What follows belongs to an exercise in optimizing a design on an open flow for small area; a production flow would make more cautious choices. The RTL was checked by simulation tests, not by an equivalence proof against the original design. No activity file was given, so power comes from the tool's default toggle rates.

==> design.v <==
module router_line(clock, write_tag, data_in, line_data, line_tag);
  parameter DEPTH = 30;
  input clock;
  input [1:0] write_tag;
  input [7:0] data_in;
  output [9*DEPTH-1:0] line_data;
  output [2*DEPTH-3:0] line_tag;
  reg [7:0] data [0:DEPTH-1];           
  reg [1:0] tag [0:DEPTH-2];
  reg oldest_written, last_written;
  integer i;
  always @(posedge clock) begin
    data[0] <= ~data_in;
    tag[0] <= write_tag;
    for (i = 1; i < DEPTH; i = i + 1)
      data[i] <= data[i-1];
    for (i = 1; i < DEPTH-1; i = i + 1)
      tag[i] <= tag[i-1];
    oldest_written <= (tag[DEPTH-2] != 2'b11);
    last_written <= oldest_written;
  end
  genvar g;
  generate
    for (g = 0; g < DEPTH; g = g + 1) begin : flat
      if (g == DEPTH-1) begin : oldest
        assign line_data[9*g +: 9] = {~last_written, ~data[g]};
      end else if (g == DEPTH-2) begin : second
        assign line_data[9*g +: 9] = {~oldest_written, ~data[g]};
      end else begin : younger
        assign line_data[9*g +: 9] = {tag[g+1] == 2'b11, ~data[g]};
      end
    end
    for (g = 0; g < DEPTH-1; g = g + 1) begin : tags
      assign line_tag[2*g +: 2] = tag[g];
    end
  endgenerate
endmodule
module router_fifo(clock, resetn, write_enb, read_enb, soft_reset, line_data, line_tag, empty, data_out);
  parameter DEPTH = 30;
  parameter [1:0] ID = 2'd0;
  input clock, resetn, write_enb, read_enb, soft_reset;
  input [9*DEPTH-1:0] line_data;
  input [2*DEPTH-3:0] line_tag;
  output empty;
  output reg [7:0] data_out;
  reg held;
  reg [4:0] head_idx;
  reg cntr_zero;
  reg [5:0] cntr_left;
  wire rd = read_enb & held;
  reg [8:0] head;
  integer k;
  always @(*) begin
    head = 9'd0;
    for (k = 0; k < DEPTH; k = k + 1)
      head = head | (line_data[9*k +: 9] & {9{head_idx == k}});
  end
  reg [4:0] next_idx;
  reg found;
  integer j;
  always @(*) begin
    next_idx = 5'd0;
    found = 1'b0;
    for (j = 0; j < DEPTH-1; j = j + 1)
      if (line_tag[2*j +: 2] == ID && j < head_idx) begin
        next_idx = j + 1;
        found = 1'b1;
      end
  end
  always @(posedge clock)
    if (~held)
      head_idx <= 5'd0;
    else if (rd)
      head_idx <= next_idx;
    else
      head_idx <= head_idx + 5'd1;
  always @(posedge clock)
    if (~resetn | soft_reset)
      held <= 1'b0;
    else if (~held)
      held <= write_enb;
    else if (rd)
      held <= found | write_enb;
  always @(posedge clock)
    if (~resetn | soft_reset)
      cntr_zero <= 1'b1;
    else if (rd) begin
      if (head[8]) begin
        cntr_zero <= 1'b0;
        cntr_left <= head[7:2];
      end else if (~cntr_zero) begin
        if (cntr_left == 6'd0)
          cntr_zero <= 1'b1;
        cntr_left <= cntr_left - 6'd1;
      end
    end
  always @(posedge clock)
    if (~resetn | soft_reset)
      data_out <= 8'd0;
    else if (cntr_zero && (data_out != 8'd0))
      data_out <= 8'd0;
    else if (rd)
      data_out <= head[7:0];
  assign empty = ~held;
endmodule
module router_FSM(clock, resetn, pkt_valid, data_in, soft_reset_0, soft_reset_1, soft_reset_2,
                  fifo_empty_0, fifo_empty_1, fifo_empty_2, detect_add, ld_state, lfd_state,
                  write_enb_reg, rst_int_reg, busy);
  input clock, resetn, pkt_valid, soft_reset_0, soft_reset_1, soft_reset_2,
        fifo_empty_0, fifo_empty_1, fifo_empty_2;
  input [1:0] data_in;
  output detect_add, ld_state, lfd_state, write_enb_reg, rst_int_reg, busy;
  parameter DECODE_ADDRESS     = 3'b000,
            LOAD_FIRST_DATA    = 3'b001,
            LOAD_DATA          = 3'b010,
            LOAD_PARITY        = 3'b101,
            CHECK_PARITY_ERROR = 3'b110,
            WAIT_TILL_EMPTY    = 3'b111;
  reg [2:0] p_state, n_state;
  always @(posedge clock)
    if (~resetn)
      p_state <= DECODE_ADDRESS;
    else if ((soft_reset_0 && data_in==2'b00)||(soft_reset_1 && data_in==2'b01)||(soft_reset_2 && data_in==2'b10))
      p_state <= DECODE_ADDRESS;
    else
      p_state <= n_state;
  always @(*) begin
    n_state = DECODE_ADDRESS;
    if (data_in != 2'b11)
      case (p_state)
        DECODE_ADDRESS:
          if ((pkt_valid && (data_in[1:0]==2'b00) && fifo_empty_0)
             |(pkt_valid && (data_in[1:0]==2'b01) && fifo_empty_1)
             |(pkt_valid && (data_in[1:0]==2'b10) && fifo_empty_2))
            n_state = LOAD_FIRST_DATA;
          else if (pkt_valid)
            n_state = WAIT_TILL_EMPTY;
          else
            n_state = DECODE_ADDRESS;
        WAIT_TILL_EMPTY:
          if ((data_in[1:0]==2'b00) && (fifo_empty_0)
             |((data_in[1:0]==2'b01) && (fifo_empty_1)
             |(data_in[1:0]==2'b10) && (fifo_empty_2)))
            n_state = LOAD_FIRST_DATA;
          else
            n_state = WAIT_TILL_EMPTY;
        LOAD_FIRST_DATA:
          n_state = LOAD_DATA;
        LOAD_DATA:
          if (!pkt_valid)
            n_state = LOAD_PARITY;
          else
            n_state = LOAD_DATA;
        LOAD_PARITY:
          n_state = CHECK_PARITY_ERROR;
        default:
          n_state = DECODE_ADDRESS;
      endcase
  end
  assign detect_add    = (p_state == DECODE_ADDRESS);
  assign lfd_state     = (p_state == LOAD_FIRST_DATA);
  assign ld_state      = (p_state == LOAD_DATA);
  assign rst_int_reg   = (p_state == CHECK_PARITY_ERROR);
  assign write_enb_reg = (p_state == LOAD_DATA) | (p_state == LOAD_PARITY);
  assign busy          = ~((p_state == DECODE_ADDRESS) | (p_state == LOAD_DATA));
endmodule
module router_reg(clock, resetn, pkt_valid, data_in, rst_int_reg, detect_add, ld_state, err, dout);
  input clock, resetn, pkt_valid, rst_int_reg, detect_add, ld_state;
  input [7:0] data_in;
  output reg err;
  output reg [7:0] dout;
  reg [7:0] parity_diff;
  reg parity_done;
  always @(posedge clock)
    if (detect_add | ld_state)
      dout <= data_in;
  always @(posedge clock)
    if (detect_add | ld_state)
      parity_diff <= (detect_add ? 8'd0 : parity_diff) ^ data_in;
    else if (~pkt_valid && rst_int_reg)
      parity_diff <= 8'd0;
  always @(posedge clock)
    if (~resetn)
      parity_done <= 1'b0;
    else if (ld_state && ~pkt_valid)
      parity_done <= 1'b1;
    else if (detect_add)
      parity_done <= 1'b0;
  always @(posedge clock)
    if (~resetn)
      err <= 1'b0;
    else
      err <= parity_done && (parity_diff != 8'd0);
endmodule
module router_synch(clock, resetn, detect_add, data_in, write_enb_reg, read_enb_0, read_enb_1, read_enb_2,
                    empty_0, empty_1, empty_2, soft_reset_0, soft_reset_1, soft_reset_2, write_enb, write_tag);
  input clock, resetn, detect_add, write_enb_reg;
  input [1:0] data_in;
  input read_enb_0, read_enb_1, read_enb_2, empty_0, empty_1, empty_2;
  output reg soft_reset_0, soft_reset_1, soft_reset_2;
  output [2:0] write_enb;
  output [1:0] write_tag;
  reg [1:0] int_add_reg;
  reg [4:0] timer0, timer1, timer2;
  always @(posedge clock)
    if (detect_add)
      int_add_reg <= data_in;
  assign write_tag = write_enb_reg ? int_add_reg : 2'b11;
  assign write_enb[0] = write_enb_reg & (int_add_reg == 2'b00);
  assign write_enb[1] = write_enb_reg & (int_add_reg == 2'b01);
  assign write_enb[2] = write_enb_reg & (int_add_reg == 2'b10);
  function [4:0] timer_step(input [4:0] t);
    timer_step = {t[3:0], ~(t[4] ^ t[2])};
  endfunction
  function [4:0] timer_after(input integer n);
    integer m;
    begin
      timer_after = 5'd0;
      for (m = 0; m < n; m = m + 1)
        timer_after = timer_step(timer_after);
    end
  endfunction
  localparam [4:0] TIMER_LAST = timer_after(29);
  always @(posedge clock)
    if (~resetn) begin
      timer0 <= 5'd0;
      soft_reset_0 <= 1'b0;
    end else if (~empty_0 & ~read_enb_0) begin
      soft_reset_0 <= (timer0 == TIMER_LAST);
      timer0 <= (timer0 == TIMER_LAST) ? 5'd0 : timer_step(timer0);
    end
  always @(posedge clock)
    if (~resetn) begin
      timer1 <= 5'd0;
      soft_reset_1 <= 1'b0;
    end else if (~empty_1 & ~read_enb_1) begin
      soft_reset_1 <= (timer1 == TIMER_LAST);
      timer1 <= (timer1 == TIMER_LAST) ? 5'd0 : timer_step(timer1);
    end
  always @(posedge clock)
    if (~resetn) begin
      timer2 <= 5'd0;
      soft_reset_2 <= 1'b0;
    end else if (~empty_2 & ~read_enb_2) begin
      soft_reset_2 <= (timer2 == TIMER_LAST);
      timer2 <= (timer2 == TIMER_LAST) ? 5'd0 : timer_step(timer2);
    end
endmodule
module Router_top(clock, resetn, read_enb_0, read_enb_1, read_enb_2, pkt_valid, data_in,
                  data_out_0, data_out_1, data_out_2, valid_out_0, valid_out_1, valid_out_2, error, busy);
  input clock, resetn, read_enb_0, read_enb_1, read_enb_2, pkt_valid;
  input [7:0] data_in;
  output [7:0] data_out_0, data_out_1, data_out_2;
  output busy, error, valid_out_0, valid_out_1, valid_out_2;
  wire empty0, empty1, empty2;
  wire [7:0] d_out;
  wire lfd, ld, wr_en_reg, rst_reg, d_add;
  wire softr0, softr1, softr2;
  wire [2:0] wr_enb;
  wire [1:0] wr_tag;
  wire [9*30-1:0] line_data;
  wire [2*30-3:0] line_tag;
  router_line rtr_line(.clock(clock), .write_tag(wr_tag), .data_in(d_out),
                       .line_data(line_data), .line_tag(line_tag));
  router_fifo #(.ID(2'd0)) rtr_fifo1(.clock(clock), .resetn(resetn), .write_enb(wr_enb[0]), .read_enb(read_enb_0),
                        .soft_reset(softr0), .line_data(line_data), .line_tag(line_tag), .empty(empty0), .data_out(data_out_0));
  router_fifo #(.ID(2'd1)) rtr_fifo2(.clock(clock), .resetn(resetn), .write_enb(wr_enb[1]), .read_enb(read_enb_1),
                        .soft_reset(softr1), .line_data(line_data), .line_tag(line_tag), .empty(empty1), .data_out(data_out_1));
  router_fifo #(.ID(2'd2)) rtr_fifo3(.clock(clock), .resetn(resetn), .write_enb(wr_enb[2]), .read_enb(read_enb_2),
                        .soft_reset(softr2), .line_data(line_data), .line_tag(line_tag), .empty(empty2), .data_out(data_out_2));
  router_FSM rtr_fsm(.clock(clock), .resetn(resetn), .pkt_valid(pkt_valid), .data_in(data_in[1:0]),
                     .soft_reset_0(softr0), .soft_reset_1(softr1), .soft_reset_2(softr2),
                     .fifo_empty_0(empty0), .fifo_empty_1(empty1), .fifo_empty_2(empty2),
                     .detect_add(d_add), .ld_state(ld), .lfd_state(lfd),
                     .write_enb_reg(wr_en_reg), .rst_int_reg(rst_reg), .busy(busy));
  router_reg rtr_reg(.clock(clock), .resetn(resetn), .pkt_valid(pkt_valid), .data_in(data_in),
                     .rst_int_reg(rst_reg), .detect_add(d_add), .ld_state(ld),
                     .err(error), .dout(d_out));
  router_synch rtr_synch(.clock(clock), .resetn(resetn), .detect_add(d_add), .data_in(data_in[1:0]),
                         .write_enb_reg(wr_en_reg), .read_enb_0(read_enb_0), .read_enb_1(read_enb_1), .read_enb_2(read_enb_2),
                         .empty_0(empty0), .empty_1(empty1), .empty_2(empty2),
                         .soft_reset_0(softr0), .soft_reset_1(softr1), .soft_reset_2(softr2),
                         .write_enb(wr_enb), .write_tag(wr_tag));
  assign valid_out_0 = ~empty0;
  assign valid_out_1 = ~empty1;
  assign valid_out_2 = ~empty2;
endmodule
==> flow/run.sh <==
#!/bin/bash
# Layout flow: the standard ORFS flow with two changes.
#  - synthesis maps the logic with flow/abc_area.script (area-oriented ABC
#    mapping) instead of ORFS's abc_area.script; the flip-flops and their
#    names are those of the standard synthesis;
#  - CTS runs without dummy loads and with larger sink clusters.
set -euo pipefail
W=$(pwd)
F=$W/flow

# synthesis script: the standard flow's, with the abc override inserted after its first line
{ head -n 1 "$W/synth_recipe.tcl"; cat "$F/synth_pre.tcl"; tail -n +2 "$W/synth_recipe.tcl"; } > "$W/flow_synth.tcl"
sed "s#$W/synth_recipe.tcl#$W/flow_synth.tcl#g" "$W/standard.sh" > "$W/flow_standard.sh"
grep -q flow_synth.tcl "$W/flow_standard.sh"

export FLOW_ABC_SCRIPT=$F/abc_area.script
export CTS_ARGS="-sink_clustering_enable -repair_clock_nets -dont_use_dummy_load -sink_clustering_size 24 -sink_clustering_max_diameter 80"
export BUFFER_PORTS_ARGS="-buffer_cell sky130_fd_sc_hd__buf_1"

bash "$W/flow_standard.sh" finish > "$W/flow_make.log" 2>&1
==> flow/abc_area.script <==
strash
dc2
&get -n
&dch -f
&nf -a -R 1000
&put
mfs2
strash
&get -n
&dch -f
&nf -a -R 1000
&put
mfs2
strash
&get -n
&dch -f
&nf -a -R 1000
&put
mfs2
strash
&get -n
&dch -f
&nf -a -R 1000
&put
topo
==> flow/synth_pre.tcl <==
# Run Yosys's abc with an area-oriented mapping script (flow/abc_area.script)
# in place of the script ORFS passes; everything else in the synthesis is the
# standard one, so the registers are the same.
proc abc {args} {
  set i [lsearch -exact $args -script]
  if { $i >= 0 } {
    lset args [expr {$i + 1}] $::env(FLOW_ABC_SCRIPT)
  }
  yosys abc {*}$args
}
==> standard.sh <==
#!/bin/bash
# synth_recipe.tcl (not shown) runs the flow's synth.tcl, then flattens the netlist and writes it again
# the make line also repeats each setting of config.mk as NAME=value (left out here)
make -C /OpenROAD-flow-scripts/flow DESIGN_CONFIG=/design/flow/config.mk WORK_HOME=/design/flow/orfs CLKGATE_MAP_FILE= SYNTH_SCRIPT=/design/flow/synth_recipe.tcl "${@:-finish}"
==> config.mk <==
export PLATFORM = sky130hd
export DESIGN_NAME = Router_top
export DESIGN_NICKNAME = Router_top
export VERILOG_FILES = /design/flow/design.v
export SDC_FILE = /design/flow/constraint.sdc
export NUM_CORES = 4
export LEC_CHECK = 0
export CAP_MARGIN = 10
export CORE_MARGIN = 2
export CORE_UTILIZATION = 40
export GPL_TIMING_DRIVEN = 0
export SLEW_MARGIN = 10
==> constraint.sdc <==
create_clock -name core_clock -period 10.0 [get_ports {clock}]
set_input_delay 2.0000 -clock core_clock [delete_from_list [all_inputs] [get_ports {clock}]]
set_output_delay 2.0000 -clock core_clock [all_outputs]
set_load 0.01 [all_outputs]
==> out/results.ini, run 1 <==
[finish]
layout_commonest_cell = dfxtp_1
drive_above_1_share = 0.01987
mostFrequentLayoutCells = dfxtp_1 (368), o22ai_1 (360), nand2_1 (184)
fin_nets = 1946
fillCellCount = 4014
top_regs = rtr_line.data (240), rtr_line.tag (58)
largest-register = rtr_line.data
largest_reg_flops = 240
syn_to_final_growth_pct = 9.646
fin_util = 0.4419

[place]
place_congestion = 1.015
numPortBuffers = 42
hpwl_mm = 55.32

[logic_synthesis]
syn_nets = 1870
synthCells = 1838
ys_ff_latch = 404
synth_ff_type = dfxtp_1
synth_edf_count = 36
ys_seq_area_frac = 0.5157
yosysWarnings = 9
yosysTopAreaCellShare = 0.4497
yosysTopAreaCell = dfxtp_1
synthTopCellsByArea = dfxtp_1 (45%), o22ai_1 (14%), edfxtp_1 (6.6%), nand2_1 (4.2%), nor2_1 (3.9%)
yosysUniqueCellTypes = 46
synthArstFlopShare = 0
netlist_area_um2 = 16380
avgSynthCellArea_um2 = 8.914

[detailed_routing]
route.vias.total = 17940
avgViaCountPerCell = 7.331
drt_iter0_drc = 3812
routed_wl_mm = 84.26
antenna_left = 0
first_pass_iters = 12
wl_per_cell_um = 34.43
drc = 0

[critical_path]
r2r-end = rtr_fifo1.cntr_left[3]
worstPathRequired_ps = 10200
critPathKind = flop to flop
path_buf_inv = 2
critPathArrivalTime_ps = 5060
critPathTopFamily = simple AND/OR/NAND/NOR gates
cpMaxStageDelayCell = nand4b_1
cp_max_fo = 23
end_kind = flop
r2r_slack_ps = 5140
r2r_cells = 9
start_kind = flop
max_stage_delay_ps = 1040
critical_path.most_common_cell = buf_4
r2r_start = rtr_fifo1.head_idx[3]
path_cells = nor2b_1 -> nand4b_1 -> o22ai_1 -> nor4_1 -> nand2_1 -> nor4_2 -> buf_4 -> buf_4 -> a211oi_1

[pwr]
power_density_nw_per_um2 = 174.6
ir_drop_uv = 111.4
p_leak_nw = 6.474

[global_route]
grt_antenna_before_repair = 2
grt_pass1_vias = 16380
overflow = 0
grt_pass1_wl_mm = 117.1
grt_start_max_net_pins = 32
grt_usage = 0.3858

[sta]
skew_ps = 73.90
period_minus_slack_ps = 4860
tightest_slew_ps = 1403
hold_viol = 0
clock.fmax_mhz = 205.8
setup_viol = 0
post-route-period-util = 0.4860
rsz0062_at_grt = no
fin_tns_setup_ps = 0
relSlewSlack = 0.05773
maxSlewViolCount = 0

[floorplan]
die_height_um = 206.4
start_util = 0.4031
num_rows = 74
core_area_um2 = 40650
io_pins = 43
die_area_um2 = 42590
die_w_um = 206.4

[clock_tree]
path_clk_slew_ps = 70
cts-root-buf = clkbuf_16
hold_buffers = 0
cts_tree = yes
clk_latency_ps = 610
postCtsSetupRepairBufs = 0
h-tree-depth = 1
post_cts_resized = 0
cts_made_buffers = 27
clkSinkCount = 404
clock_path_buffers = 3

[worst_hold_path]
min_from = rtr_line.data[27][0]
hold_path_end = rtr_line.data[28][0]
holdCritPathClass = flop to flop
holdPathStages = 0

[status]
status = finished clean

[flow_run]
drv_cap = 0

area by class of cell:
class                           count  area [um2]  area share
Tap cell                          532       665.6     0.03706
Clock buffer                       27       675.6     0.03761
Inverter                           29       108.9    0.006060
Sequential cell                   404        8448      0.4703
Multi-Input combinational cell   1405        7861      0.4376
Antenna cell                        3       7.507   0.0004179
Timing Repair Buffer               47       196.4     0.01094
worst max-delay path by stage:
| stage | to | from | depth (start not counted) | slack (ps) |
|---|---|---|---|---|
| after floorplan | rtr_fifo1.cntr_left[0] | rtr_fifo1.head_idx[0] | 9 | 6320 |
| after global placement | rtr_fifo1.cntr_left[3] | rtr_fifo1.head_idx[0] | 9 | 4130 |
| after detailed placement | rtr_fifo1.cntr_left[3] | rtr_fifo1.head_idx[0] | 9 | 5470 |
| after CTS | busy | rtr_fsm.p_state[2] | 3 | 5430 |
| after global routing | rtr_fifo2.head_idx[0] | rtr_fifo2.head_idx[1] | 23 | 5080 |
| final | rtr_fifo1.cntr_left[3] | rtr_fifo1.head_idx[3] | 9 | 5140 |
metal layers:
layer | vias up | global-route usage | part of all wire
li1 | 7345 | - | -
met1 | 8362 | 0.4898 | 0.37
met2 | 1710 | 0.5376 | 0.39
met3 | 523 | 0.1656 | 0.15
met4 | 0 | 0.2298 | 0.082
met5 | - | 0.007143 | 0
cells by family (layout without fill, tap and decap cells):
| logic type | Yosys count | after routing | share of synthesized area |
|---|---|---|---|
| muxes | 6 | 6 | 0.003666 |
| buffers and inverters | 29 | 103 | 0.006644 |
| and+or+nand+nor | 711 | 711 | 0.2053 |
| other | 0 | 3 | 0 |
| adders and majority gates | 18 | 18 | 0.01375 |
| DFF | 404 | 404 | 0.5157 |
| xor gates and xnor gates | 15 | 15 | 0.008019 |
| AOI/OAI and AO/OA | 655 | 655 | 0.2470 |
worst register-to-register path: stages, from the launching register on:
cell	delay, ps
dfxtp_1	890
nor2b_1	650
nand4b_1	1040
o22ai_1	520
nor4_1	110
nand2_1	110
nor4_2	50
buf_4	190
buf_4	170
a211oi_1	780
power breakdown:
group	leakage [nW]	switching, mW	internal [mW]
logic	2.73	0.102	0.0524
registers	3.41	0.186	1.77
clock network	0.333	0.550	0.475
through the flow:
stage          hold slack (ps)  total power, mW  area (um2)  std cells  worst slack [ps]
2_1_floorplan            360.3            1.983       16380       1838              6316
3_5_place_dp             372.5            2.122       17270       2417              5473
3_3_place_gp             372.3            2.125       17210       2412              4129
4_1_cts                  358.5            3.114       17950       2444              5429
5_1_grt                  355.4            3.207       17960       2444              5079
6_report                 357.9            3.136       17960       2447              5140
cell usage after synthesis, types with 5 or more instances:
library cell / number
a211oi_1: 11
xnor2_1: 6
nor4_1: 67
mux2i_1: 6
edfxtp_1: 36
nand2b_1: 17
nand2_1: 184
nor3_1: 113
o31ai_1: 7
nand3_1: 69
xor2_1: 9
or2_0: 6
nand4_1: 19
clkinv_1: 29
and3_1: 14
dfxtp_1: 368
nor2b_1: 23
ha_1: 18
nor2_1: 171
o22ai_1: 360
a31oi_1: 13
nor3b_1: 5
o221ai_1: 38
or3_1: 5
o21ai_0: 100
a21oi_1: 93
==> run 2, diff against run 1 <==
--- a/flow/run.sh
+++ b/flow/run.sh
@@ -14,7 +14,7 @@
 grep -q flow_synth.tcl "$W/flow_standard.sh"
 
 export FLOW_ABC_SCRIPT=$F/abc_area.script
-export CTS_ARGS="-sink_clustering_enable -repair_clock_nets -dont_use_dummy_load -sink_clustering_size 24 -sink_clustering_max_diameter 80"
+export CTS_ARGS="-sink_clustering_enable -repair_clock_nets -dont_use_dummy_load -sink_clustering_size 30 -sink_clustering_max_diameter 60"
 export BUFFER_PORTS_ARGS="-buffer_cell sky130_fd_sc_hd__buf_1"
 
 bash "$W/flow_standard.sh" finish > "$W/flow_make.log" 2>&1
==> run 2 against run 1 <==
- register-to-register slack improved by 50 ps
- clock skew about the same
- global-route usage up 0.27 points
- routed wire length grew 0.31%
- worst hold slack gained 9.1 ps
- combinational power about the same
- design area is 0.95% higher
- total power increased by 5.1%
- clock power rose by 15%
- largest power group unchanged
- highest routed layer is now met5
==> out/results.ini, run 2 <==
[critical_path]
end_kind = flop  ; unchanged
cp_max_fo = 21  ; was 23
start_kind = flop  ; unchanged
worstPathRequired_ps = 10300  ; was 10,200 ps
critPathArrivalTime_ps = 5120  ; was 5060 ps
critPathKind = flop to flop  ; unchanged

[place]
numPortBuffers = 42  ; unchanged
hpwl_mm = 55.32  ; unchanged
place_congestion = 1.015  ; unchanged

[global_route]
grt_pass1_wl_mm = 117.3  ; was 117.1 mm
grt_pass1_vias = 16530  ; was 16.38k
grt_start_max_net_pins = 32  ; unchanged
overflow = 0  ; unchanged
grt_antenna_before_repair = 2  ; unchanged
grt_usage = 0.3885  ; was 0.3858

[logic_synthesis]
ys_ff_latch = 404  ; unchanged
synthSimpleGateAreaFrac = 0.2053  ; unchanged
ys_seq_area_frac = 0.5157  ; unchanged
yosysWarnings = 9  ; unchanged
synthTopCellsByArea = dfxtp_1 (45%), o22ai_1 (14%), edfxtp_1 (6.6%), nand2_1 (4.2%), nor2_1 (3.9%)  ; unchanged
synthCells = 1838  ; unchanged
yosysTopAreaCell = dfxtp_1  ; unchanged
synthMuxAreaShare = 0.003666  ; unchanged
synth_most_common_cell = dfxtp_1  ; unchanged
avgSynthCellArea_um2 = 8.914  ; unchanged
synth_top_family_by_area = compound AO/OA/AOI/OAI gates  ; unchanged
yosysUniqueCellTypes = 46  ; unchanged
synth_compound_area_frac = 0.2470  ; unchanged
synth-xor-area-share = 0.008019  ; unchanged
synthArstFlopShare = 0  ; unchanged
netlist_area_um2 = 16380  ; unchanged
synth_ff_type = dfxtp_1  ; unchanged
synth_edf_count = 36  ; unchanged
synthAdderAreaFrac = 0.01375  ; unchanged
syn_nets = 1870  ; unchanged
yosysTopAreaCellShare = 0.4497  ; unchanged
yosys-top-cells-count = dfxtp_1 (368), o22ai_1 (360), nand2_1 (184)  ; unchanged

[floorplan]
die_height_um = 206.4  ; unchanged
core_area_um2 = 40650  ; unchanged
io_pins = 43  ; unchanged
die_area_um2 = 42590  ; unchanged
die_w_um = 206.4  ; unchanged
num_rows = 74  ; unchanged
start_util = 0.4031  ; unchanged

[detailed_routing]
drt_iter0_drc = 3768  ; was 3,812
routed_wl_mm = 84.52  ; was 84.26 mm
avgViaCountPerCell = 7.278  ; was 7.331
route.vias.total = 17850  ; was 17.94k
drc = 0  ; unchanged
antenna_left = 0  ; unchanged
wl_per_cell_um = 34.47  ; was 34.43 um
first_pass_iters = 13  ; was 12

[sta]
fin_tns_setup_ps = 0  ; unchanged
hold_viol = 0  ; unchanged
setup_viol = 0  ; unchanged
rsz0062_at_grt = no  ; unchanged
relSlewSlack = 0.07490  ; was 0.05773
period_minus_slack_ps = 4813  ; was 4860 ps
maxSlewViolCount = 0  ; unchanged
skew_ps = 74.21  ; was 73.90 ps
tightest_slew_ps = 1377  ; was 1403 ps
whs_ps = 367.0  ; was 357.9 ps
post-route-period-util = 0.4813  ; was 0.4860
clock.fmax_mhz = 207.8  ; was 205.8 MHz

[clock_tree]
clk_latency_ps = 580  ; was 610 ps
post_cts_resized = 0  ; unchanged
path_clk_slew_ps = 90  ; was 70 ps
hold_buffers = 0  ; unchanged
cts_tree = yes  ; unchanged
cts_made_buffers = 34  ; was 27
clkSinkCount = 404  ; unchanged
postCtsSetupRepairBufs = 0  ; unchanged
clock_path_buffers = 3  ; unchanged
cts-root-buf = clkbuf_16  ; unchanged
h-tree-depth = 2  ; was 1

[finish]
top_regs = rtr_line.data (240), rtr_line.tag (58)  ; unchanged
syn_to_final_growth_pct = 10.68  ; was 9.646%
mostFrequentLayoutCells = dfxtp_1 (368), o22ai_1 (360), nand2_1 (184)  ; unchanged
multi_input_area_um2 = 7861  ; unchanged
ff_latch_area_um2 = 8448  ; unchanged
drive_above_1_share = 0.02345  ; was 0.01987
fillCellCount = 3990  ; was 4,014
largest_reg_flops = 240  ; unchanged
largest-register = rtr_line.data  ; unchanged
layout_commonest_cell = dfxtp_1  ; unchanged
fin_nets = 1953  ; was 1,946

[pwr]
power_density_nw_per_um2 = 181.7  ; was 174.6 nW/um2
power_mw = 3.295  ; was 3.136 mW
p_leak_nw = 6.560  ; was 6.474 nW
ir_drop_uv = 127.5  ; was 111.4 uV

[worst_hold_path]
holdCritPathClass = flop to flop  ; unchanged

[status]
status = finished clean  ; unchanged

[flow_run]
drv_cap = 0  ; unchanged

==> run 2: cell counts after synthesis <==
Identical to the previous run, type by type.
==> run 2: area by class of cell <==
| cell class | instances | area share |
|---|---|---|
| inverters | 29 | 0.006003 |
| repair buffers | 47 | 0.01083 |
| clock buffers | 34 | 0.04692 |
| diodes | 1 | 0.0001380 |
| flip-flops and latches | 404 | 0.4659 |
| multi-input cells | 1405 | 0.4335 |
| well taps | 532 | 0.03671 |
==> run 2: layer usage <==
metal	share of wire	routed length [um]	vias up	track usage
met3	0.15	12730	494	0.1804
met5	0.00071	60	-	0.01667
li1	-	-	7335	-
met4	0.082	6968	4	0.2462
met1	0.37	31370	8369	0.4799
met2	0.40	33390	1643	0.5395
==> run 2: through the flow <==
step                      setup WS, ps  cell area (um2)    util  cells
after floorplan                   6316            16380       -   1838
final                             5187            18130  0.4461   2452
after detailed placement          5473            17270  0.4250   2417
after CTS                         5450            18120  0.4459   2451
after global placement            4129            17210  0.4233   2412
after global routing              5054            18130  0.4461   2451
==> run 2: power breakdown <==
part | switching (mW) | total, mW | leakage (nW) | internal, mW
Combinational | 0.103 | 0.155 | 2.73 | 0.0524
Sequential | 0.187 | 1.96 | 3.41 | 1.77
Clock | 0.583 | 1.18 | 0.419 | 0.600
==> run 2: cells by family after synthesis <==
logic type / count (synthesis)
compound gates: 655
xor+xnor: 15
fa+ha+maj: 18
buf+inv: 29
flops: 404
mux: 6
simple gates: 711
==> run 2: critical path: stages, from the launching register on <==
cell and delay, ps:
dfxtp_1 890, clkinv_1 390, ha_1 370, nor2b_1 170, nand2_1 810, o22ai_1 160
nor3_1 280, nand2_1 90, nor3_1 190, o2111ai_1 190, nor3_1 810, o21ai_0 160
==> run 2: worst paths after layout <==
kind	slack (ps)	to	depth (start not counted)	start
max	5190	rtr_fifo1.cntr_left[5]	11	rtr_fifo1.head_idx[0]
min	370	rtr_line.data[7][6]	0	rtr_line.data[6][6]
max reg2reg	5190	rtr_fifo1.cntr_left[5]	11	rtr_fifo1.head_idx[0]
min reg2reg	370	rtr_line.data[7][6]	0	rtr_line.data[6][6]
==> run 3, diff against run 2 <==
--- a/flow/run.sh
+++ b/flow/run.sh
@@ -14,7 +14,7 @@
 grep -q flow_synth.tcl "$W/flow_standard.sh"
 
 export FLOW_ABC_SCRIPT=$F/abc_area.script
-export CTS_ARGS="-sink_clustering_enable -repair_clock_nets -dont_use_dummy_load -sink_clustering_size 30 -sink_clustering_max_diameter 60"
+export CTS_ARGS="-sink_clustering_enable -repair_clock_nets -dont_use_dummy_load -sink_clustering_size 40 -sink_clustering_max_diameter 70"
 export BUFFER_PORTS_ARGS="-buffer_cell sky130_fd_sc_hd__buf_1"
 
 bash "$W/flow_standard.sh" finish > "$W/flow_make.log" 2>&1
==> run 3 against run 2 <==
- count of clock-buffer cells in the layout shrank 7
- design area is 0.97% lower
- maximum frequency increased by 0.13%
- first-iteration DRC count grew 2.3%
- die area unchanged
- clock power decreased by 14%
- combinational power about the same
- routed wire length decreased by 0.66%
- global-route usage fell by 0.35 points
- critical path type unchanged
- largest cell class unchanged
- largest power group unchanged
==> out/results.ini, run 3 <==
[status]
status = finished clean  ; unchanged

[detailed_routing]
route.vias.total = 17820  ; was 17.85k
drt_iter0_drc = 3853  ; was 3,768
first_pass_iters = 11  ; was 13
wl_per_cell_um = 34.34  ; was 34.47 um
drc = 0  ; unchanged
routed_wl_mm = 83.96  ; was 84.52 mm
avgViaCountPerCell = 7.290  ; was 7.278
antenna_left = 0  ; unchanged

[worst_hold_path]
holdCritPathClass = flop to flop  ; unchanged
holdPathStages = 0  ; unchanged

[floorplan]
die_area_um2 = 42590  ; unchanged
die_w_um = 206.4  ; unchanged
io_pins = 43  ; unchanged
num_rows = 74  ; unchanged
die_height_um = 206.4  ; unchanged
core_area_um2 = 40650  ; unchanged
start_util = 0.4031  ; unchanged

[pwr]
ir_drop_uv = 115.3  ; was 127.5 uV
p_leak_nw = 6.474  ; was 6.560 nW
power_density_nw_per_um2 = 174.0  ; was 181.7 nW/um2

[place]
hpwl_mm = 55.32  ; unchanged
place_congestion = 1.015  ; unchanged
numPortBuffers = 42  ; unchanged
post_dp_cell_area_um2 = 17270  ; unchanged
placed_cells = 2417  ; unchanged

[clock_tree]
cts-root-buf = clkbuf_16  ; unchanged
path_clk_slew_ps = 100  ; was 90 ps
post_cts_resized = 0  ; unchanged
h-tree-depth = 1  ; was 2
postCtsSetupRepairBufs = 0  ; unchanged
clk_latency_ps = 620  ; was 580 ps
cts_made_buffers = 27  ; was 34
hold_buffers = 0  ; unchanged
clkSinkCount = 404  ; unchanged
cts_tree = yes  ; unchanged
clock_path_buffers = 3  ; unchanged

[logic_synthesis]
netlist_area_um2 = 16380  ; unchanged
ys_ff_latch = 404  ; unchanged
yosysTopAreaCell = dfxtp_1  ; unchanged
yosysWarnings = 9  ; unchanged
yosysTopAreaCellShare = 0.4497  ; unchanged
syn_nets = 1870  ; unchanged
synthTopCellsByArea = dfxtp_1 (45%), o22ai_1 (14%), edfxtp_1 (6.6%), nand2_1 (4.2%), nor2_1 (3.9%)  ; unchanged
synthArstFlopShare = 0  ; unchanged
synth_ff_type = dfxtp_1  ; unchanged
synth_edf_count = 36  ; unchanged
yosys-top-cells-count = dfxtp_1 (368), o22ai_1 (360), nand2_1 (184)  ; unchanged
yosysUniqueCellTypes = 46  ; unchanged
ys_seq_area_frac = 0.5157  ; unchanged
avgSynthCellArea_um2 = 8.914  ; unchanged
synth_most_common_cell = dfxtp_1  ; unchanged
synthCells = 1838  ; unchanged

[finish]
ff_latch_area_um2 = 8448  ; unchanged
top_regs = rtr_line.data (240), rtr_line.tag (58)  ; unchanged
layout_commonest_cell = dfxtp_1  ; unchanged
largest_reg_flops = 240  ; unchanged
drive_above_1_share = 0.01987  ; was 0.02345
syn_to_final_growth_pct = 9.615  ; was 10.68%
fillCellCount = 4017  ; was 3,990
multi_input_area_um2 = 7861  ; unchanged
fin_nets = 1946  ; was 1,953
largest-register = rtr_line.data  ; unchanged
mostFrequentLayoutCells = dfxtp_1 (368), o22ai_1 (360), nand2_1 (184)  ; unchanged
stdcell_count = 2445  ; was 2,452
final_cell_area_um2 = 17960  ; was 18,130 um2

[critical_path]
r2r_cells = 9  ; was 11
critPathArrivalTime_ps = 5060  ; was 5120 ps
r2r_slack_ps = 5190  ; about the same
end_kind = flop  ; unchanged
critPathKind = flop to flop  ; unchanged
start_kind = flop  ; unchanged
cp_max_fo = 23  ; was 21
worstPathRequired_ps = 10250  ; was 10,300 ps

[global_route]
grt_pass1_wl_mm = 116.9  ; was 117.3 mm
grt_start_max_net_pins = 32  ; unchanged
grt_antenna_before_repair = 1  ; was 2
grt_pass1_vias = 16410  ; was 16.53k
grt_usage = 0.3850  ; was 0.3885
overflow = 0  ; unchanged

[sta]
skew_ps = 89.79  ; was 74.21 ps
post-route-period-util = 0.4807  ; was 0.4813
setup_viol = 0  ; unchanged
clock.fmax_mhz = 208.0  ; was 207.8 MHz
relSlewSlack = 0.05150  ; was 0.07490
maxSlewViolCount = 0  ; unchanged
hold_viol = 0  ; unchanged
rsz0062_at_grt = no  ; unchanged
fin_tns_setup_ps = 0  ; unchanged
period_minus_slack_ps = 4807  ; was 4813 ps
tightest_slew_ps = 1412  ; was 1377 ps

[flow_run]
drv_cap = 0  ; unchanged

-- run 3: changes by cell type in the layout (fill, tap and decap cells not counted) --
cell,delta
clkbuf_16,-7
-- run 3: cells by family (layout without fill, tap and decap cells) --
kind of cell,Yosys count,after routing,share of synthesized area
AOI/OAI and AO/OA,655,655,0.2470
xor gates and xnor gates,15,15,0.008019
adders and majority gates,18,18,0.01375
buffers and inverters,29,103,0.006644
DFF,404,404,0.5157
muxes,6,6,0.003666
other,0,1,0
and+or+nand+nor,711,711,0.2053
-- run 3: area by class of cell --
type / count / share of cell area
Tap cell: 532 / 0.03707
Inverter: 29 / 0.006061
Antenna cell: 1 / 0.0001393
Sequential cell: 404 / 0.4704
Clock buffer: 27 / 0.03762
Multi-Input combinational cell: 1405 / 0.4377
Timing Repair Buffer: 47 / 0.01094
-- run 3: per-layer routing --
metal | share of wire | wire [um] | up-vias | GRT usage
met3 | 0.15 | 12260 | 511 | 0.1665
met1 | 0.37 | 31410 | 8358 | 0.4856
met5 | 0.00086 | 72 | - | 0.001190
met2 | 0.40 | 33240 | 1614 | 0.5462
li1 | - | - | 7335 | -
met4 | 0.083 | 6993 | 5 | 0.2161
-- run 3: where the power goes --
part / switching, mW / internal [mW]
logic: 0.102 / 0.0524
clock network: 0.540 / 0.475
registers: 0.185 / 1.77
total: 0.827 / 2.30
-- run 3: per-stage QoR --
stage,setup WS [ps],util,hold WS [ps],total power [mW]
3_5_place_dp,5473,0.4250,372.5,2.122
3_3_place_gp,4129,0.4233,372.3,2.125
6_report,5193,0.4418,356.3,3.124
4_1_cts,5456,0.4416,361.2,3.111
5_1_grt,5099,0.4418,357.2,3.198
2_1_floorplan,6316,-,360.3,1.983
-- run 3: final timing paths --
check	startpoint	end
max reg2reg	rtr_fifo1.head_idx[3]	rtr_fifo1.cntr_left[1]
max	rtr_fifo1.head_idx[3]	rtr_fifo1.cntr_left[1]
min	rtr_line.data[27][0]	rtr_line.data[28][0]
min reg2reg	rtr_line.data[27][0]	rtr_line.data[28][0]
-- run 3: worst max-delay path, cell delays in order, from the launching register on --
cell      delay, ps
dfxtp_1         920
nor2b_1         620
nand4b_1       1010
o22ai_1         510
nor4_1          110
nand2_1         110
nor4_2           60
buf_4           180
buf_4           160
a211oi_1        780
==> run 4, diff against run 3 <==
--- a/flow/run.sh
+++ b/flow/run.sh
@@ -14,7 +14,7 @@
 grep -q flow_synth.tcl "$W/flow_standard.sh"
 
 export FLOW_ABC_SCRIPT=$F/abc_area.script
-export CTS_ARGS="-sink_clustering_enable -repair_clock_nets -dont_use_dummy_load -sink_clustering_size 40 -sink_clustering_max_diameter 70"
+export CTS_ARGS="-sink_clustering_enable -repair_clock_nets -dont_use_dummy_load -sink_clustering_size 30 -sink_clustering_max_diameter 85"
 export BUFFER_PORTS_ARGS="-buffer_cell sky130_fd_sc_hd__buf_1"
 
 bash "$W/flow_standard.sh" finish > "$W/flow_make.log" 2>&1
==> run 4 against run 3 <==
- still clean
- synthesized area is the same
- maximum frequency shrank 0.41%
- critical path type unchanged
- total power shrank 2.3%
==> out/results.ini, run 4 <==
[status]
status = finished clean  ; unchanged

[sta]
clock.fmax_mhz = 207.2  ; was 208.0 MHz
period_minus_slack_ps = 4826  ; was 4807 ps
rsz0062_at_grt = no  ; unchanged
hold_viol = 0  ; unchanged
whs_ps = 336.8  ; was 356.3 ps
relSlewSlack = 0.09996  ; was 0.05150
post-route-period-util = 0.4826  ; was 0.4807
skew_ps = 86.38  ; was 89.79 ps
setup_ws_ps = 5174  ; was 5193 ps
setup_viol = 0  ; unchanged
tightest_slew_ps = 1340  ; was 1412 ps
fin_tns_setup_ps = 0  ; unchanged
maxSlewViolCount = 0  ; unchanged

[pwr]
power_density_nw_per_um2 = 171.0  ; was 174.0 nW/um2
p_seq_frac = 0.641  ; was 0.626
switchingPower_mw = 0.8223  ; was 0.8271 mW
power_mw = 3.054  ; was 3.124 mW
switching_share = 0.2693  ; was 0.2647
power_frac_comb = 0.051  ; was 0.049
p_leak_nw = 6.425  ; was 6.474 nW
ir_drop_uv = 116.8  ; was 115.3 uV
p_int_mw = 2.232  ; was 2.297 mW
clockPowerShare = 0.309  ; was 0.325

[finish]
largest-register = rtr_line.data  ; unchanged
syn_to_final_growth_pct = 9.004  ; was 9.615%
final_cell_area_um2 = 17860  ; was 17,960 um2
mostFrequentLayoutCells = dfxtp_1 (368), o22ai_1 (360), nand2_1 (184)  ; unchanged
top_regs = rtr_line.data (240), rtr_line.tag (58)  ; unchanged
fillCellCount = 4027  ; was 4,017
fin_nets = 1942  ; was 1,946
largest_reg_flops = 240  ; unchanged
layout_commonest_cell = dfxtp_1  ; unchanged
stdcell_count = 2441  ; was 2,445
fin_util = 0.4394  ; was 0.4418
drive_above_1_share = 0.01782  ; was 0.01987

[critical_path]
cpMaxStageDelayCell = dfxtp_1  ; was nand4b_1
path_depth = 11  ; was 9
start_kind = flop  ; unchanged
end_kind = flop  ; unchanged
critPathArrivalTime_ps = 5130  ; was 5060 ps
startpoint = rtr_fifo1.head_idx[0]  ; was rtr_fifo1.head_idx[3]
critPathTopFamily = simple AND/OR/NAND/NOR gates  ; unchanged
r2r-end = rtr_fifo1.cntr_left[5]  ; was rtr_fifo1.cntr_left[1]
critical_path.most_common_cell = nor3_1  ; was buf_4
r2r_slack_ps = 5170  ; was 5190 ps
path_buf_inv = 1  ; was 2
worstSetupEndpoint = rtr_fifo1.cntr_left[5]  ; was rtr_fifo1.cntr_left[1]
r2r_start = rtr_fifo1.head_idx[0]  ; was rtr_fifo1.head_idx[3]
r2r_cells = 11  ; was 9
cp_max_fo = 21  ; was 23
path_cells = clkinv_1 -> ha_1 -> nor2b_1 -> nand2_1 -> o22ai_1 -> nor3_1 -> nand2_1 -> nor3_1 -> o2111ai_1 -> nor3_1 -> o21ai_0  ; was nor2b_1 -> nand4b_1 -> o22ai_1 -> nor4_1 -> nand2_1 -> nor4_2 -> buf_4 -> buf_4 -> a211oi_1
worstPathRequired_ps = 10310  ; was 10,250 ps
critPathKind = flop to flop  ; unchanged
max_stage_delay_ps = 890  ; was 1010 ps

[floorplan]
die_area_um2 = 42590  ; unchanged
die_w_um = 206.4  ; unchanged
num_rows = 74  ; unchanged
die_height_um = 206.4  ; unchanged
start_util = 0.4031  ; unchanged
core_area_um2 = 40650  ; unchanged
io_pins = 43  ; unchanged

[logic_synthesis]
netlist_area_um2 = 16380  ; unchanged
ys_seq_area_frac = 0.5157  ; unchanged
syn_nets = 1870  ; unchanged
synth_most_common_cell = dfxtp_1  ; unchanged
avgSynthCellArea_um2 = 8.914  ; unchanged
synthCells = 1838  ; unchanged
yosysUniqueCellTypes = 46  ; unchanged
yosys-top-cells-count = dfxtp_1 (368), o22ai_1 (360), nand2_1 (184)  ; unchanged
ys_ff_latch = 404  ; unchanged
yosysTopAreaCellShare = 0.4497  ; unchanged
yosysWarnings = 9  ; unchanged
synthArstFlopShare = 0  ; unchanged
synthTopCellsByArea = dfxtp_1 (45%), o22ai_1 (14%), edfxtp_1 (6.6%), nand2_1 (4.2%), nor2_1 (3.9%)  ; unchanged
synth_edf_count = 36  ; unchanged
synth_ff_type = dfxtp_1  ; unchanged
yosysTopAreaCell = dfxtp_1  ; unchanged

[place]
place_congestion = 1.015  ; unchanged
place_ws_ps = 5473  ; unchanged
numPortBuffers = 42  ; unchanged
placed_cells = 2417  ; unchanged
hpwl_mm = 55.32  ; unchanged
post_dp_cell_area_um2 = 17270  ; unchanged

[clock_tree]
clk_latency_ps = 590  ; was 620 ps
cts_made_buffers = 23  ; was 27
clock_path_buffers = 3  ; unchanged
path_clk_slew_ps = 110  ; was 100 ps
cts_tree = yes  ; unchanged
hold_buffers = 0  ; unchanged
clkSinkCount = 404  ; unchanged
post_cts_resized = 0  ; unchanged
cts-root-buf = clkbuf_16  ; unchanged
h-tree-depth = 1  ; unchanged
postCtsSetupRepairBufs = 0  ; unchanged

[global_route]
grt_pass1_wl_mm = 117.2  ; was 116.9 mm
grt_usage = 0.3855  ; was 0.3850
grt_antenna_before_repair = 2  ; was 1
grt_pass1_vias = 16400  ; was 16.41k
grt_start_max_net_pins = 32  ; unchanged
overflow = 0  ; unchanged

[detailed_routing]
avgViaCountPerCell = 7.338  ; was 7.290
route.vias.total = 17910  ; was 17.82k
first_pass_iters = 11  ; unchanged
routed_wl_mm = 84.34  ; was 83.96 mm
wl_per_cell_um = 34.55  ; was 34.34 um
drt_iter0_drc = 4093  ; was 3,853
antenna_left = 0  ; unchanged
drc = 0  ; unchanged

[worst_hold_path]
holdCritPathClass = flop to flop  ; unchanged

[flow_run]
drv_cap = 0  ; unchanged

-- run 4: changes by cell type in the layout (fill, tap and decap cells not counted), sizes merged --
cell	before	now
clkbuf	27	23
-- run 4: per-layer routing --
metal,vias up,routed length [um],GRT usage
met5,-,0,0.007143
met4,0,6651,0.2237
met3,476,12390,0.1686
met2,1638,33310,0.5399
met1,8470,31990,0.4878
li1,7327,-,-
-- run 4: power groups by stage --
stage	clock network, mW	logic, mW	registers (mW)
after floorplan	0	0.0855	1.90
after global placement	0	0.143	1.98
after detailed placement	0	0.147	1.98
after CTS	0.947	0.148	1.94
after global routing	1.00	0.162	1.96
final	0.942	0.155	1.96
-- run 4: worst min path at each step --
stage | start | end | slack [ps] | depth (start not counted)
after floorplan | rtr_line.tag[0][0] | rtr_line.tag[1][0] | 360 | 0
after global placement | rtr_line.data[6][6] | rtr_line.data[7][6] | 370 | 0
after detailed placement | rtr_line.data[14][0] | rtr_line.data[15][0] | 370 | 0
after CTS | rtr_line.data[25][3] | rtr_line.data[26][3] | 330 | 0
after global routing | rtr_line.data[25][3] | rtr_line.data[26][3] | 330 | 0
final | rtr_line.data[25][3] | rtr_line.data[26][3] | 340 | 0
-- run 4: logic make-up after synthesis --
kind of cell / Yosys count / synth area share
and+or+nand+nor: 711 / 0.2053
AOI/OAI and AO/OA: 655 / 0.2470
DFF: 404 / 0.5157
buffers and inverters: 29 / 0.006644
adders and majority gates: 18 / 0.01375
xor gates and xnor gates: 15 / 0.008019
muxes: 6 / 0.003666
-- run 4: cell type report --
class / count / area [um2] / share of cell area
sequential: 404 / 8448 / 0.4731
clock buffer: 23 / 575.6 / 0.03223
inverter: 29 / 108.9 / 0.006095
multi-input combinational: 1405 / 7861 / 0.4402
timing repair buffer: 47 / 196.4 / 0.01100
tap: 532 / 665.6 / 0.03727
antenna: 1 / 2.502 / 0.0001401
==> run 5, diff against run 4 <==
==> flow/run.sh (replaced) <==
#!/bin/bash
# Layout flow: the standard ORFS flow (standard.sh) with three changes.
#  - synthesis maps the logic with flow/abc_area.script (area-oriented ABC
#    mapping) instead of ORFS's abc_area.script; the flip-flops and their
#    names are those of the standard synthesis;
#  - CTS runs without dummy loads and with larger sink clusters;
#  - every input and output port still gets a buffer, of the smallest kind.
# All of make's output goes to flow_make.log; ORFS keeps each step's log
# under orfs/logs/.
set -euo pipefail
W=$(pwd)
F=$W/flow

# synthesis script: the standard flow's, with the abc override inserted after its first line
{ head -n 1 "$W/synth_recipe.tcl"; cat "$F/synth_pre.tcl"; tail -n +2 "$W/synth_recipe.tcl"; } > "$W/flow_synth.tcl"
sed "s#$W/synth_recipe.tcl#$W/flow_synth.tcl#g" "$W/standard.sh" > "$W/flow_standard.sh"
grep -q flow_synth.tcl "$W/flow_standard.sh"

export FLOW_ABC_SCRIPT=$F/abc_area.script
export CTS_ARGS="-sink_clustering_enable -repair_clock_nets -dont_use_dummy_load -sink_clustering_size 26 -sink_clustering_max_diameter 100"
export BUFFER_PORTS_ARGS="-buffer_cell sky130_fd_sc_hd__buf_1"

bash "$W/flow_standard.sh" finish > "$W/flow_make.log" 2>&1
--- a/config.mk
+++ b/config.mk
@@ -7,6 +7,6 @@
 export LEC_CHECK = 0
 export CAP_MARGIN = 10
 export CORE_MARGIN = 2
-export CORE_UTILIZATION = 40
+export CORE_UTILIZATION = 50
 export GPL_TIMING_DRIVEN = 0
 export SLEW_MARGIN = 10
==> run 5 against run 4 <==
- combinational power decreased by 3%
- flip-flop and latch count unchanged
- cell count decreased by 3.9%
- setup slack got worse by 240 ps
- design area decreased by 1.3%
- critical path type unchanged
- critical endpoint is now rtr_fifo1.cntr_left[1]
- highest routed layer is now met5
==> out/results.ini, run 5 <==
[logic_synthesis]
ys_ff_latch = 404  ; unchanged
synth_ff_type = dfxtp_1  ; unchanged
ys_seq_area_frac = 0.5157  ; unchanged
yosysTopAreaCellShare = 0.4497  ; unchanged
avgSynthCellArea_um2 = 8.914  ; unchanged
yosysUniqueCellTypes = 46  ; unchanged
synthArstFlopShare = 0  ; unchanged
synth_edf_count = 36  ; unchanged
yosysWarnings = 9  ; unchanged
synthCells = 1838  ; unchanged
synthTopCellsByArea = dfxtp_1 (45%), o22ai_1 (14%), edfxtp_1 (6.6%), nand2_1 (4.2%), nor2_1 (3.9%)  ; unchanged
netlist_area_um2 = 16380  ; unchanged
yosys-top-cells-count = dfxtp_1 (368), o22ai_1 (360), nand2_1 (184)  ; unchanged
syn_nets = 1870  ; unchanged
yosysTopAreaCell = dfxtp_1  ; unchanged
synth_most_common_cell = dfxtp_1  ; unchanged

[place]
hpwl_mm = 52.97  ; was 55.32 mm
post_dp_cell_area_um2 = 17140  ; was 17,270 um2
numPortBuffers = 42  ; unchanged
place_congestion = 1.059  ; was 1.015
placed_cells = 2325  ; was 2,417

[floorplan]
core_area_um2 = 32370  ; was 40,650 um2
num_rows = 66  ; was 74
start_util = 0.5061  ; was 0.4031
die_height_um = 185.0  ; was 206.4 um
io_pins = 43  ; unchanged
die_w_um = 185.0  ; was 206.4 um
die_area_um2 = 34230  ; was 42,590 um2

[clock_tree]
clock_path_buffers = 3  ; unchanged
clk_latency_ps = 570  ; was 590 ps
h-tree-depth = 1  ; unchanged
postCtsSetupRepairBufs = 0  ; unchanged
clkSinkCount = 404  ; unchanged
cts-root-buf = clkbuf_16  ; unchanged
hold_buffers = 0  ; unchanged
path_clk_slew_ps = 110  ; about the same
cts_made_buffers = 19  ; was 23
cts_tree = yes  ; unchanged
post_cts_resized = 0  ; unchanged

[critical_path]
critPathKind = flop to flop  ; unchanged
path_cells = nor2b_1 -> nand4_1 -> o22ai_1 -> nor4_1 -> nand2_1 -> nor4_2 -> buf_4 -> a211oi_1  ; was clkinv_1 -> ha_1 -> nor2b_1 -> nand2_1 -> o22ai_1 -> nor3_1 -> nand2_1 -> nor3_1 -> o2111ai_1 -> nor3_1 -> o21ai_0
r2r-end = rtr_fifo1.cntr_left[1]  ; was rtr_fifo1.cntr_left[5]
end_kind = flop  ; unchanged
r2r_cells = 8  ; was 11
r2r_slack_ps = 4940  ; was 5170 ps
r2r_start = rtr_fifo1.head_idx[3]  ; was rtr_fifo1.head_idx[0]
start_kind = flop  ; unchanged
critPathArrivalTime_ps = 5260  ; was 5130 ps
max_stage_delay_ps = 1030  ; was 890 ps
worstPathRequired_ps = 10190  ; was 10,310 ps
cpMaxStageDelayCell = nand4_1  ; was dfxtp_1
cp_max_fo = 23  ; was 21

[worst_hold_path]
holdPathStages = 0  ; unchanged
min_from = rtr_line.tag[21][1]  ; was rtr_line.data[25][3]
holdCritPathClass = flop to flop  ; unchanged
hold_path_end = rtr_line.tag[22][1]  ; was rtr_line.data[26][3]

[detailed_routing]
drc = 0  ; unchanged
first_pass_iters = 9  ; was 11
wl_per_cell_um = 34.83  ; was 34.55 um
routed_wl_mm = 81.67  ; was 84.34 mm
drt_iter0_drc = 3678  ; was 4,093
avgViaCountPerCell = 7.684  ; was 7.338
antenna_left = 0  ; unchanged
route.vias.total = 18020  ; was 17.91k

[pwr]
power_mw = 2.961  ; was 3.054 mW
power_density_nw_per_um2 = 168.1  ; was 171.0 nW/um2
p_leak_nw = 6.364  ; was 6.425 nW
ir_drop_uv = 129.0  ; was 116.8 uV

[finish]
fillCellCount = 3015  ; was 4,027
syn_to_final_growth_pct = 7.553  ; was 9.004%
drive_above_1_share = 0.01367  ; was 0.01782
largest-register = rtr_line.data  ; unchanged
mostFrequentLayoutCells = dfxtp_1 (368), o22ai_1 (360), nand2_1 (184)  ; unchanged
layout_commonest_cell = dfxtp_1  ; unchanged
stdcell_count = 2345  ; was 2,441
top_regs = rtr_line.data (240), rtr_line.tag (58)  ; unchanged
largest_reg_flops = 240  ; unchanged
final_cell_area_um2 = 17620  ; was 17,860 um2
fin_nets = 1936  ; was 1,942

[global_route]
overflow = 0  ; unchanged
grt_pass1_wl_mm = 113.8  ; was 117.2 mm
grt_antenna_before_repair = 1  ; was 2
grt_usage = 0.4666  ; was 0.3855
grt_start_max_net_pins = 32  ; unchanged
grt_pass1_vias = 16780  ; was 16.40k

[sta]
tightest_slew_ps = 1367  ; was 1340 ps
rsz0062_at_grt = no  ; unchanged
relSlewSlack = 0.07995  ; was 0.09996
post-route-period-util = 0.5062  ; was 0.4826
period_minus_slack_ps = 5062  ; was 4826 ps
fin_tns_setup_ps = 0  ; unchanged
clock.fmax_mhz = 197.5  ; was 207.2 MHz
whs_ps = 376.4  ; was 336.8 ps
skew_ps = 40.12  ; was 86.38 ps
setup_viol = 0  ; unchanged
hold_viol = 0  ; unchanged
maxSlewViolCount = 0  ; unchanged

[status]
status = finished clean  ; unchanged

[flow_run]
drv_cap = 0  ; unchanged

==> run 5: changes by cell type in the layout (fill, tap and decap cells not counted) <==
cell | before | now
buf_2 | 1 | 0
buf_4 | 3 | 2
clkbuf_16 | 23 | 19
nor4_1 | 63 | 65
nor4_2 | 4 | 2
==> run 5: stage by stage <==
| step | util | worst slack, ps |
|---|---|---|
| final | 0.5443 | 4938 |
| after global routing | 0.5443 | 4735 |
| after CTS | 0.5443 | 5181 |
| after detailed placement | 0.5296 | 5219 |
| after global placement | 0.5281 | 4080 |
| after floorplan | - | 6316 |
==> run 5: worst max path at each step <==
stage | start | endpoint | slack [ps] | depth (start not counted)
2_1_floorplan | rtr_fifo1.head_idx[0] | rtr_fifo1.cntr_left[0] | 6320 | 9
3_3_place_gp | rtr_fifo1.head_idx[0] | rtr_fifo1.cntr_left[3] | 4080 | 9
3_5_place_dp | rtr_fifo2.head_idx[1] | rtr_fifo2.head_idx[0] | 5220 | 23
4_1_cts | rtr_fifo2.head_idx[1] | rtr_fifo2.head_idx[0] | 5180 | 23
5_1_grt | rtr_fifo2.head_idx[1] | rtr_fifo2.head_idx[0] | 4730 | 23
6_report | rtr_fifo1.head_idx[3] | rtr_fifo1.cntr_left[1] | 4940 | 8
==> run 5: area by class of cell <==
cell class / count / area (um2) / share of cell area
timing repair buffer: 45 / 183.9 / 0.01044
multi-input combinational: 1405 / 7849 / 0.4454
inverter: 29 / 108.9 / 0.006178
clock buffer: 19 / 475.5 / 0.02698
sequential: 404 / 8448 / 0.4794
tap: 442 / 553.0 / 0.03139
antenna: 1 / 2.502 / 0.0001420
==> run 5: logic make-up (layout without fill, tap and decap cells) <==
logic type | count (synthesis) | count (layout) | share of synthesized area
and+or+nand+nor | 711 | 711 | 0.2053
adders and majority gates | 18 | 18 | 0.01375
muxes | 6 | 6 | 0.003666
buffers and inverters | 29 | 93 | 0.006644
DFF | 404 | 404 | 0.5157
AOI/OAI and AO/OA | 655 | 655 | 0.2470
other | 0 | 1 | 0
xor gates and xnor gates | 15 | 15 | 0.008019
==> run 5: routing by layer <==
layer / track usage / part of all wire / vias to the layer above
met2: 0.6529 / 0.39 / 1796
met5: 0.01185 / 0.00015 / -
li1: - / - / 7324
met1: 0.5551 / 0.35 / 8293
met4: 0.3267 / 0.098 / 2
met3: 0.2300 / 0.17 / 604
==> run 5: critical path, delay by kind of cell, from the launching register on <==
family                 cells  cell delay (ps)
and+or+nand+nor            5             2190
AOI/OAI and AO/OA          2             1390
DFF                        1              940
buffers and inverters      1              210
==> run 5: report_power, final <==
part / leakage [nW] / switching, mW / internal [mW] / total [mW]
Combinational: 2.72 / 0.100 / 0.0512 / 0.151
Sequential: 3.41 / 0.176 / 1.77 / 1.95
Clock: 0.234 / 0.522 / 0.343 / 0.864
Total: 6.36 / 0.798 / 2.16 / 2.96
==> run 6, diff against run 5 <==
--- a/config.mk
+++ b/config.mk
@@ -7,6 +7,6 @@
 export LEC_CHECK = 0
 export CAP_MARGIN = 10
 export CORE_MARGIN = 2
-export CORE_UTILIZATION = 50
+export CORE_UTILIZATION = 40
 export GPL_TIMING_DRIVEN = 0
 export SLEW_MARGIN = 10
==> run 6 against run 5 <==
- first-iteration DRC count rose by 6.6%
- clock power barely moved
- highest routed layer unchanged
- critical endpoint is now rtr_fifo1.cntr_left[2]
- routed wire length rose by 3.2%
- cell count rose by 4.0%
- synthesized cell count did not move
- largest cell class unchanged
==> out/results.ini, run 6 <==
[detailed_routing]
wl_per_cell_um = 34.56  ; was 34.83 um
wl_met1_mm = 31.32  ; was 28.21 mm
first_pass_iters = 15  ; was 9
routed-wl-met3_mm = 12.63  ; was 13.58 mm
drt_iter0_drc = 3922  ; was 3,678
route.vias.total = 17810  ; was 18.02k
avgViaCountPerCell = 7.306  ; was 7.684
routed_wl_mm = 84.25  ; was 81.67 mm
top_layer_used = met5  ; unchanged
drc = 0  ; unchanged
antenna_left = 0  ; unchanged
dr_wl_met2_mm = 33.58  ; was 31.83 mm

[critical_path]
cpMaxStageDelayCell = nand4b_1  ; was nand4_1
critPathTopFamily = simple AND/OR/NAND/NOR gates  ; unchanged
critical_path.most_common_cell = buf_4
max_stage_delay_ps = 1000  ; was 1030 ps
r2r_slack_ps = 5080  ; was 4940 ps
critPathKind = flop to flop  ; unchanged
critPathArrivalTime_ps = 5100  ; was 5260 ps
r2r-end = rtr_fifo1.cntr_left[2]  ; was rtr_fifo1.cntr_left[1]
start_kind = flop  ; unchanged
end_kind = flop  ; unchanged
path_cells = nor2b_1 -> nand4b_1 -> o22ai_1 -> nor4_1 -> nand2_1 -> nor4_2 -> buf_4 -> buf_4 -> a211oi_1  ; was nor2b_1 -> nand4_1 -> o22ai_1 -> nor4_1 -> nand2_1 -> nor4_2 -> buf_4 -> a211oi_1
path_buf_inv = 2  ; was 1
cp_max_fo = 23  ; unchanged
worstPathRequired_ps = 10180  ; was 10,190 ps
startpoint = rtr_fifo1.head_idx[3]  ; unchanged
r2r_start = rtr_fifo1.head_idx[3]  ; unchanged
r2r_cells = 9  ; was 8

[sta]
hold_viol = 0  ; unchanged
period_minus_slack_ps = 4922  ; was 5062 ps
maxSlewViolCount = 0  ; unchanged
clock.fmax_mhz = 203.2  ; was 197.5 MHz
setup_viol = 0  ; unchanged
rsz0062_at_grt = no  ; unchanged
skew_ps = 37.02  ; was 40.12 ps
post-route-period-util = 0.4922  ; was 0.5062
fin_tns_setup_ps = 0  ; unchanged
relSlewSlack = 0.06085  ; was 0.07995
tightest_slew_ps = 1398  ; was 1367 ps

[logic_synthesis]
synth_ff_type = dfxtp_1  ; unchanged
synth_compound_area_frac = 0.2470  ; unchanged
ys_seq_area_frac = 0.5157  ; unchanged
synth-xor-area-share = 0.008019  ; unchanged
avgSynthCellArea_um2 = 8.914  ; unchanged
syn_nets = 1870  ; unchanged
yosysTopAreaCell = dfxtp_1  ; unchanged
synthMuxAreaShare = 0.003666  ; unchanged
synth_top_family_by_area = compound AO/OA/AOI/OAI gates  ; unchanged
synth_edf_count = 36  ; unchanged
synthSimpleGateAreaFrac = 0.2053  ; unchanged
synthAdderAreaFrac = 0.01375  ; unchanged
ys_ff_latch = 404  ; unchanged
synth_most_common_cell = dfxtp_1  ; unchanged
yosysUniqueCellTypes = 46  ; unchanged
yosysWarnings = 9  ; unchanged
netlist_area_um2 = 16380  ; unchanged
yosysTopAreaCellShare = 0.4497  ; unchanged
synthArstFlopShare = 0  ; unchanged
synthTopCellsByArea = dfxtp_1 (45%), o22ai_1 (14%), edfxtp_1 (6.6%), nand2_1 (4.2%), nor2_1 (3.9%)  ; unchanged
yosys-top-cells-count = dfxtp_1 (368), o22ai_1 (360), nand2_1 (184)  ; unchanged
synthCells = 1838  ; unchanged

[finish]
layout_commonest_cell = dfxtp_1  ; unchanged
drive_above_1_share = 0.01576  ; was 0.01367
fin_nets = 1938  ; was 1,936
top_regs = rtr_line.data (240), rtr_line.tag (58)  ; unchanged
largest-register = rtr_line.data  ; unchanged
syn_to_final_growth_pct = 8.409  ; was 7.553%
largest_reg_flops = 240  ; unchanged
final_cell_area_um2 = 17760  ; was 17,620 um2
mostFrequentLayoutCells = dfxtp_1 (368), o22ai_1 (360), nand2_1 (184)  ; unchanged
fillCellCount = 4045  ; was 3,015

[global_route]
grt_start_max_net_pins = 32  ; unchanged
grt_antenna_before_repair = 3  ; was 1
grt_pass1_wl_mm = 117.2  ; was 113.8 mm
overflow = 0  ; unchanged
grt_pass1_vias = 16340  ; was 16.78k
grt_usage = 0.3863  ; was 0.4666

[clock_tree]
h-tree-depth = 1  ; unchanged
cts_made_buffers = 19  ; unchanged
cts_tree = yes  ; unchanged
cts-root-buf = clkbuf_16  ; unchanged
clock_path_buffers = 3  ; unchanged
path_clk_slew_ps = 110  ; about the same
clk_latency_ps = 580  ; was 570 ps
hold_buffers = 0  ; unchanged
postCtsSetupRepairBufs = 0  ; unchanged
clkSinkCount = 404  ; unchanged
post_cts_resized = 0  ; unchanged

[flow_run]
drv_cap = 0  ; unchanged

[place]
place_congestion = 1.015  ; was 1.059
post_dp_cell_area_um2 = 17270  ; was 17,140 um2
hpwl_mm = 55.32  ; was 52.97 mm
numPortBuffers = 42  ; unchanged

[status]
status = finished clean  ; unchanged

[pwr]
ir_drop_uv = 102.1  ; was 129.0 uV
power_density_nw_per_um2 = 167.6  ; was 168.1 nW/um2
p_leak_nw = 6.375  ; was 6.364 nW

[worst_hold_path]
min_from = rtr_line.data[14][0]  ; was rtr_line.tag[21][1]
holdPathStages = 0  ; unchanged
holdCritPathClass = flop to flop  ; unchanged
hold_path_end = rtr_line.data[15][0]  ; was rtr_line.tag[22][1]

[floorplan]
core_area_um2 = 40650  ; was 32,370 um2
num_rows = 74  ; was 66
die_height_um = 206.4  ; was 185.0 um
die_w_um = 206.4  ; was 185.0 um
io_pins = 43  ; unchanged
start_util = 0.4031  ; was 0.5061
die_area_um2 = 42590  ; was 34,230 um2

## run 6: cell counts after synthesis
Identical to the previous run, type by type.
## run 6: cells by family after synthesis
| group | after synthesis |
|---|---|
| XOR/XNOR | 15 |
| adder cells (fa/ha/maj) | 18 |
| flip-flops | 404 |
| buffers and inverters | 29 |
| AND/OR/NAND/NOR | 711 |
| multiplexers | 6 |
| AO/OA/AOI/OAI | 655 |
## run 6: worst reg2reg max path, delay by kind of cell, from the launching register on
family / cells / cell delay [ps]
compound gates: 2 / 1360
buf+inv: 2 / 350
flops: 1 / 910
simple gates: 5 / 1920
## run 6: through the flow
stage | power, mW | hold WS [ps] | std cells | setup slack (ps) | utilization
after global placement | 2.125 | 372.3 | 2412 | 4129 | 0.4233
final | 2.976 | 365.6 | 2438 | 5078 | 0.4370
after CTS | 2.955 | 364.6 | 2436 | 5442 | 0.4367
after detailed placement | 2.122 | 372.5 | 2417 | 5473 | 0.4250
after global routing | 3.048 | 382.2 | 2436 | 5009 | 0.4368
after floorplan | 1.983 | 360.3 | 1838 | 6316 | -
## run 6: worst max path at each step
| stage | to | slack (ps) | cells past startpoint |
|---|---|---|---|
| after global placement | rtr_fifo1.cntr_left[3] | 4130 | 9 |
| after detailed placement | rtr_fifo1.cntr_left[3] | 5470 | 9 |
| after CTS | rtr_fifo2.head_idx[0] | 5440 | 23 |
| final | rtr_fifo1.cntr_left[2] | 5080 | 9 |
| after floorplan | rtr_fifo1.cntr_left[0] | 6320 | 9 |
| after global routing | rtr_fifo2.head_idx[0] | 5010 | 23 |
## run 6: where the power goes
group	internal [mW]	switching, mW
registers	1.77	0.187
logic	0.0524	0.102
clock network	0.343	0.523
## run 6: area by class of cell
class                   instances  area (um2)  share of cell area
clock buffers                  19       475.5             0.02677
well taps                     532       665.6             0.03748
multi-input cells            1405        7861              0.4426
diodes                          2       5.005           0.0002818
inverters                      29       108.9            0.006129
flip-flops and latches        404        8448              0.4757
repair buffers                 47       196.4             0.01106
## run 6: per-layer routing
layer	global-route usage	up-vias
li1	-	7328
met5	0.007143	-
met4	0.2181	5
met3	0.1728	488
met2	0.5436	1652
met1	0.4865	8340

==> re-timing with driven ports <==
No port has a modelled driver above. Below, the same layouts with a new extraction and two added sets of constraints.
Step 1 assumes that a clkbuf_16 drives the clock port and a buf_2 every other input.
Step 2 times the ports against the registers' clock, not the clock port: input delays grow and output delays shrink by t, the midpoint of the rising clock arrivals with the driver on.
Slacks: ideal / step 1 / step 2; pairs: ideal / step 1.
| run | t (ns) | slack for setup (ns) | worst hold slack (ns) | clock arrival spread, ns | worst data-port slew with drivers (ns) |
|---|---|---|---|---|---|
| run 1 | 0.625 | 5.140 / 5.140 / 5.140 | 0.358 / 0.358 / 0.358 | 0.075 / 0.075 | 0.04 |
| run 2 | 0.603 | 5.187 / 5.187 / 5.187 | 0.367 / 0.367 / 0.367 | 0.076 / 0.076 | 0.05 |
| run 3 | 0.627 | 5.193 / 5.193 / 5.193 | 0.356 / 0.356 / 0.356 | 0.091 / 0.091 | 0.04 |
| run 4 | 0.610 | 5.174 / 5.174 / 5.174 | 0.337 / 0.337 / 0.337 | 0.090 / 0.090 | 0.04 |
| run 5 | 0.612 | 4.938 / 4.938 / 4.938 | 0.376 / 0.376 / 0.376 | 0.040 / 0.040 | 0.04 |
| run 6 | 0.619 | 5.078 / 5.078 / 5.078 | 0.366 / 0.366 / 0.366 | 0.037 / 0.038 | 0.04 |
After both steps every run listed still meets setup and hold.
